This design comes from an exercise in tuning for small area and a short achievable clock period on the open sky130 flow, not from production work. RTL that was checked went through simulation tests only; none was proved equivalent to the original.

## pe_array_top
module pe_array_top #(parameter NPE = 4)
                   (input logic clk,
                    input logic rst_n,
                    input logic rst_n_pe,
                    input logic [3:0] conv_num,
                    input logic partial_en_control,
                    input logic [NPE*16-1:0]data_readw_weight,
                    input logic [15:0]data_readi_input,
                    output logic [15:0]data_write_output,
                    output logic [16:0]addr_readi_input,
                    output logic [16:0]addr_readw_weight,
                    output logic [14:0]addr_write_output,
                    output logic [1:0]byteenable_readi_input,
                    output logic [NPE*2-1:0]byteenable_readw_weight,
		            output logic [1:0]byteenable_write_output,
                    input logic [16:0]addr_readi_control,
                    input logic [16:0]addr_readw_control,
                    input logic [14:0]addr_write_control,
                    input logic pool_en_control,
                    input logic relu_en_control,
                    input logic output_en_control,
		            input logic waitrequest_output,
		            input logic waitrequest_input,
		            input logic waitrequest_weight,
                    input logic en_write_control,
                    input logic en_readi_control,
                    input logic en_readw_control,
                    input logic readdatavalid_input,
                    input logic readdatavalid_weight,
                    output logic write_output,
                    output logic read_readw_weight,
                    output logic read_readi_input,
                    output logic chipselect_input,
                    output logic chipselect_weight,
                    output logic chipselect_output,
                    output logic readdatavalid_out_input,
                    output logic readdatavalid_out_weight
                    );
==> module p1024_to_s16, before the edit <==
module p1024_to_s16 #(parameter NPE = 4)(
	input  logic              clk,
	input  logic              rst_n,
	input  logic [NPE*16-1:0] datain_pe,
	input  logic              input_en_control,
	output logic              capture,
	input  logic [14:0]       addr_in_control,
	input  logic              pool_en,
	input  logic              output_en,
	output logic [15:0]       writedata_output,
	output logic [14:0]       address_output,
	output logic              write_output,
	input  logic              waitrequest_output,
	output logic [1:0]        byteenable_output,
	output logic              chipselect
);
	localparam logic [2:0] IDLE = 3'd0, POOL_INIT = 3'd1, POOL = 3'd2, OUT0 = 3'd3;
	localparam logic [2:0] OUTN = OUT0 + NPE;
	logic [2:0]  state;
	logic [NPE*16-1:0] buffer_out;
	logic [14:0] address_output_in;
	assign byteenable_output = 2'b11;
	assign write_output = 1'b1;
	assign chipselect = 1'b0;
	assign capture = (state == IDLE) & input_en_control;
	always_ff @(posedge clk) begin
		if (capture)
			address_output_in <= addr_in_control;
		else if (state >= OUT0 && state != OUTN && output_en && !waitrequest_output)
			address_output_in <= address_output_in + 15'd2;
	end
	always_ff @(posedge clk) begin
		if (!rst_n) begin
			state <= IDLE;
			buffer_out <= '0;
			address_output <= '0;
			writedata_output <= '0;
		end else begin
			case (state)
				IDLE: if (input_en_control) state <= POOL_INIT;
				POOL_INIT: state <= POOL;
				POOL: begin
					for (int k = 0; k < NPE; k++)
						if (!pool_en || $signed(datain_pe[k*16 +: 16]) > $signed(buffer_out[k*16 +: 16]))
							buffer_out[k*16 +: 16] <= datain_pe[k*16 +: 16];
					state <= OUT0;
				end
				default: begin
					if (!output_en)
						state <= IDLE;
					else if (!waitrequest_output) begin
						if (state == OUTN)
							state <= IDLE;
						else begin
							address_output   <= address_output_in;
							writedata_output <= buffer_out[15:0];
							buffer_out       <= buffer_out >> 16;
							state            <= state + 3'd1;
						end
					end
				end
			endcase
		end
	end
endmodule
Settings: LEC_CHECK=0, CAP_MARGIN=20, CORE_MARGIN=2, CORE_UTILIZATION=55, SLEW_MARGIN=20; clock period 10.0 ns.
standard.sh (not shown) runs the stock make flow with config.mk's settings and CLKGATE_MAP_FILE= SYNTH_SCRIPT=/design/flow/synth_recipe.tcl, a recipe that flattens the netlist after the stock synthesis.
==> flow/flow/run.sh <==
#!/bin/bash
# Standard synthesis unchanged, then the standard layout steps with other settings.
set -eo pipefail
bash standard.sh synth > synth.log 2>&1
bash standard.sh BUFFER_PORTS_ARGS="-buffer_cell sky130_fd_sc_hd__buf_1" SETUP_SLACK_MARGIN=5.8 CTS_ARGS="-sink_clustering_enable -repair_clock_nets -dont_use_dummy_load -buf_list sky130_fd_sc_hd__clkbuf_8 -sink_clustering_size 10 -sink_clustering_max_diameter 50" finish > layout.log 2>&1
Rerun with:
--- a/flow/design.v
+++ b/flow/design.v
@@ -1235,11 +1235,11 @@
 			case (state)
 				IDLE: if (input_en_control) state <= POOL_INIT;
 				POOL_INIT: state <= POOL;
 				POOL: begin
 					for (int k = 0; k < NPE; k++)
-						if (!pool_en || $signed(datain_pe[k*16 +: 16]) > $signed(buffer_out[k*16 +: 16]))
+						if (!pool_en || {~datain_pe[k*16+15], datain_pe[k*16 +: 15]} > {~buffer_out[k*16+15], buffer_out[k*16 +: 15]})
 							buffer_out[k*16 +: 16] <= datain_pe[k*16 +: 16];
 					state <= OUT0;
 				end
 				default: begin
 					if (!output_en)
The new run finished clean.
Clock-buffer cell count is higher by 1.
Non-clock buffer count goes down by 23.
Sequential share of layout area barely changes.
Critical path depth does not change.
Utilization barely changes.
Cell count shrinks by 0.97%.
Design area is about the same.
Register-to-register slack got worse by 0.02 ns.
Setup slack degrades by 0.011 ns.
Die area stays flat.
Via count stays flat.
Maximum frequency barely changes.
Hold slack gets worse by 0.019 ns.
The RTL of the first run of this note was laid out without a check of its function.

* * *

before:
Another version of the RTL of pe_array_top (not shown whole).
Size in the first run: roughly 700 flip-flops, about 230 I/O pins, roughly 0.056 mm^2 of cells after synthesis.
make LEC_CHECK=0 CAP_MARGIN=20 CORE_MARGIN=2 CORE_UTILIZATION=40 SETUP_SLACK_MARGIN=5 SLEW_MARGIN=20 finish   # period 10.0 ns
run.sh (not shown) runs the stock make flow with config.mk's settings and CLKGATE_MAP_FILE= SYNTH_SCRIPT=/design/flow/synth_recipe.tcl, a recipe that flattens the netlist after the stock synthesis.
Stock flow here: none of the scripts above is used.
### before -> after
diff --git a/flow/design.v b/flow/design.v
--- a/flow/design.v
+++ b/flow/design.v
@@ -9,68 +9,41 @@
 	input  logic        add,
 	input  logic        fold,
 	input  logic        relu,
 	input  logic        out_valid,
 	output logic [15:0] output_feature
 );
-	logic [31:0] acc, addend_s, addend_c, sum, product_s, product_c;
-	logic        zero;    
-	booth_mul mul(.neg(neg), .one(one), .two(two), .four7(four7), .w(weight),
-	              .ps(product_s), .pc(product_c));
-	add3 adder(.a(acc), .b(addend_s), .c(addend_c), .s(sum));
+	logic [31:0] acc, addend, sum, product;
+	booth_mul mul(.neg(neg), .one(one), .two(two), .four7(four7), .w(weight), .p(product));
+	assign sum = acc + addend;
 	always_ff @(posedge clk) begin
 		if (!rst_n_pe) begin
-			acc      <= '0;
-			addend_s <= '0;
-			addend_c <= '0;
-			zero     <= 1'b0;
+			acc    <= '0;
+			addend <= '0;
 		end else begin
-			if (load_product) begin
-				addend_s <= product_s;
-				addend_c <= product_c;
-			end
-			if (add || fold)
+			if (load_product)
+				addend <= product;
+			if (add)
 				acc <= sum;
-			if (fold)
-				zero <= relu & sum[31];
+			else if (fold)
+				acc <= (relu && sum[31]) ? '0 : sum;
 		end
 	end
 	always_comb begin
 		case (conv_prev)
 			4'd0, 4'd1:              output_feature = acc[31:16];
 			4'd2, 4'd3, 4'd6, 4'd15: output_feature = acc[30:15];
 			4'd4, 4'd5, 4'd12:       output_feature = acc[29:14];
 			4'd13:                   output_feature = acc[25:10];
 			4'd14:                   output_feature = acc[27:12];
 			default:                 output_feature = acc[28:13];
 		endcase
-		if (!out_valid || zero) output_feature = '0;
+		if (!out_valid) output_feature = '0;
 	end
 endmodule
-module add3(input logic [31:0] a, input logic [31:0] b, input logic [31:0] c,
-            output logic [31:0] s);
-	logic [31:0] x, y, p, g;
-	logic [32:0] cy;
-	always_comb begin
-		x = a ^ b ^ c;
-		y = {(a[30:0] & b[30:0]) | (a[30:0] & c[30:0]) | (b[30:0] & c[30:0]), 1'b0};
-		p = x ^ y;
-		g = x & y;
-		cy[0] = 1'b0;
-		for (int k = 0; k < 32; k += 4) begin
-			cy[k+1] = g[k] | (p[k] & cy[k]);
-			cy[k+2] = g[k+1] | (p[k+1] & g[k]) | (p[k+1] & p[k] & cy[k]);
-			cy[k+3] = g[k+2] | (p[k+2] & g[k+1]) | (p[k+2] & p[k+1] & g[k])
-			        | (p[k+2] & p[k+1] & p[k] & cy[k]);
-			cy[k+4] = g[k+3] | (p[k+3] & g[k+2]) | (p[k+3] & p[k+2] & g[k+1])
-			        | (p[k+3] & p[k+2] & p[k+1] & g[k]) | (p[k+3] & p[k+2] & p[k+1] & p[k] & cy[k]);
-		end
-		s = p ^ cy[31:0];
-	end
-endmodule
-module booth_mul(input [7:0] neg, input [7:0] one, input [7:0] two, input four7, input [15:0] w, output [31:0] ps, output [31:0] pc);
+module booth_mul(input [7:0] neg, input [7:0] one, input [7:0] two, input four7, input [15:0] w, output [31:0] p);
   wire m1;
   assign m1 = (one[0] & w[0]) | (two[0] & 1'b0);
   wire pp2;
   assign pp2 = m1 ^ neg[0];
   wire m3;
   assign m3 = (one[0] & w[1]) | (two[0] & w[0]);
@@ -1069,14 +1042,13 @@
   assign s499 = pp272 ^ 1'b1;
   assign c500 = pp272 & 1'b1;
   wire s501;
   wire c502;
   assign s501 = pp274 ^ 1'b1;
   assign c502 = pp274 & 1'b1;
-  assign ps = {c500, c498, c496, c494, c492, c490, c488, c486, c484, c482, c480, c478, c476, c474, c472, c470, c468, c466, c464, c462, c460, c458, c456, c454, c452, c450, c448, c446, c444, s443, pp4, pp2};
-  assign pc = {s501, s499, s497, s495, s493, s491, s489, s487, s485, s483, s481, s479, s477, s475, s473, s471, s469, s467, s465, s463, s461, s459, s457, s455, s453, s451, s449, s447, s445, neg[1], 1'b0, neg[0]};
+  assign p = {c500, c498, c496, c494, c492, c490, c488, c486, c484, c482, c480, c478, c476, c474, c472, c470, c468, c466, c464, c462, c460, c458, c456, c454, c452, c450, c448, c446, c444, s443, pp4, pp2} + {s501, s499, s497, s495, s493, s491, s489, s487, s485, s483, s481, s479, s477, s475, s473, s471, s469, s467, s465, s463, s461, s459, s457, s455, s453, s451, s449, s447, s445, neg[1], 1'b0, neg[0]};
 endmodule
 module pe_array #(parameter NPE = 4)(
 	input  logic              clk,
 	input  logic              rst_n_pe,
 	input  logic              weight_valid,
 	input  logic              feature_valid,
==> notes.md <==
Slack of the critical path: after lower than before
Fmax delta (after − before): unfavourable
Cmp after and before / area after synthesis / lower: after
Cell count: after higher than before
Run comparison: before cell with the largest stage delay on the worst path sky130_fd_sc_hd__clkdlybuf4s50_1; after cell with the largest stage delay on the worst path sky130_fd_sc_hd__edfxtp_1
Finished layout cell area delta for after relative to before: 0.0062 mm^2 higher
No functional check of the RTL was part of any run of this note.

[re-timing with driven ports]
How much do the figures lean on ideal ports? The routed layouts below were timed once more, with nothing changed but the port constraints. Step 1: set_driving_cell puts a clkbuf_16 on clk and a buf_2 on each other input, an assumption about the parent block. Step 2, shift: input delay + t, output delay - t, t = (earliest + latest rising clock arrival at the registers) / 2. This alone moves slack from input paths to output paths. Three values: ideal ports, drivers, drivers and shift; two values: the first two.
run	shift t [ns]	setup WS [ns]	worst hold slack (ns)
the first run of note 1	0.780	5.797 / 5.765 / 5.257	0.452 / 0.452 / 0.452
the second run of note 1	0.809	5.786 / 5.758 / 5.609	0.433 / 0.433 / 0.433
before	0.768	5.258 / 5.232 / 5.232	0.444 / 0.444 / 0.444
after	0.749	4.631 / 4.631 / 4.631	0.452 / 0.452 / 0.452
After both steps setup and hold are still met in every run listed. For the first run of note 1, which loses most, drivers alone change the setup slack by -0.032 ns; drivers and shift together by -0.540 ns.
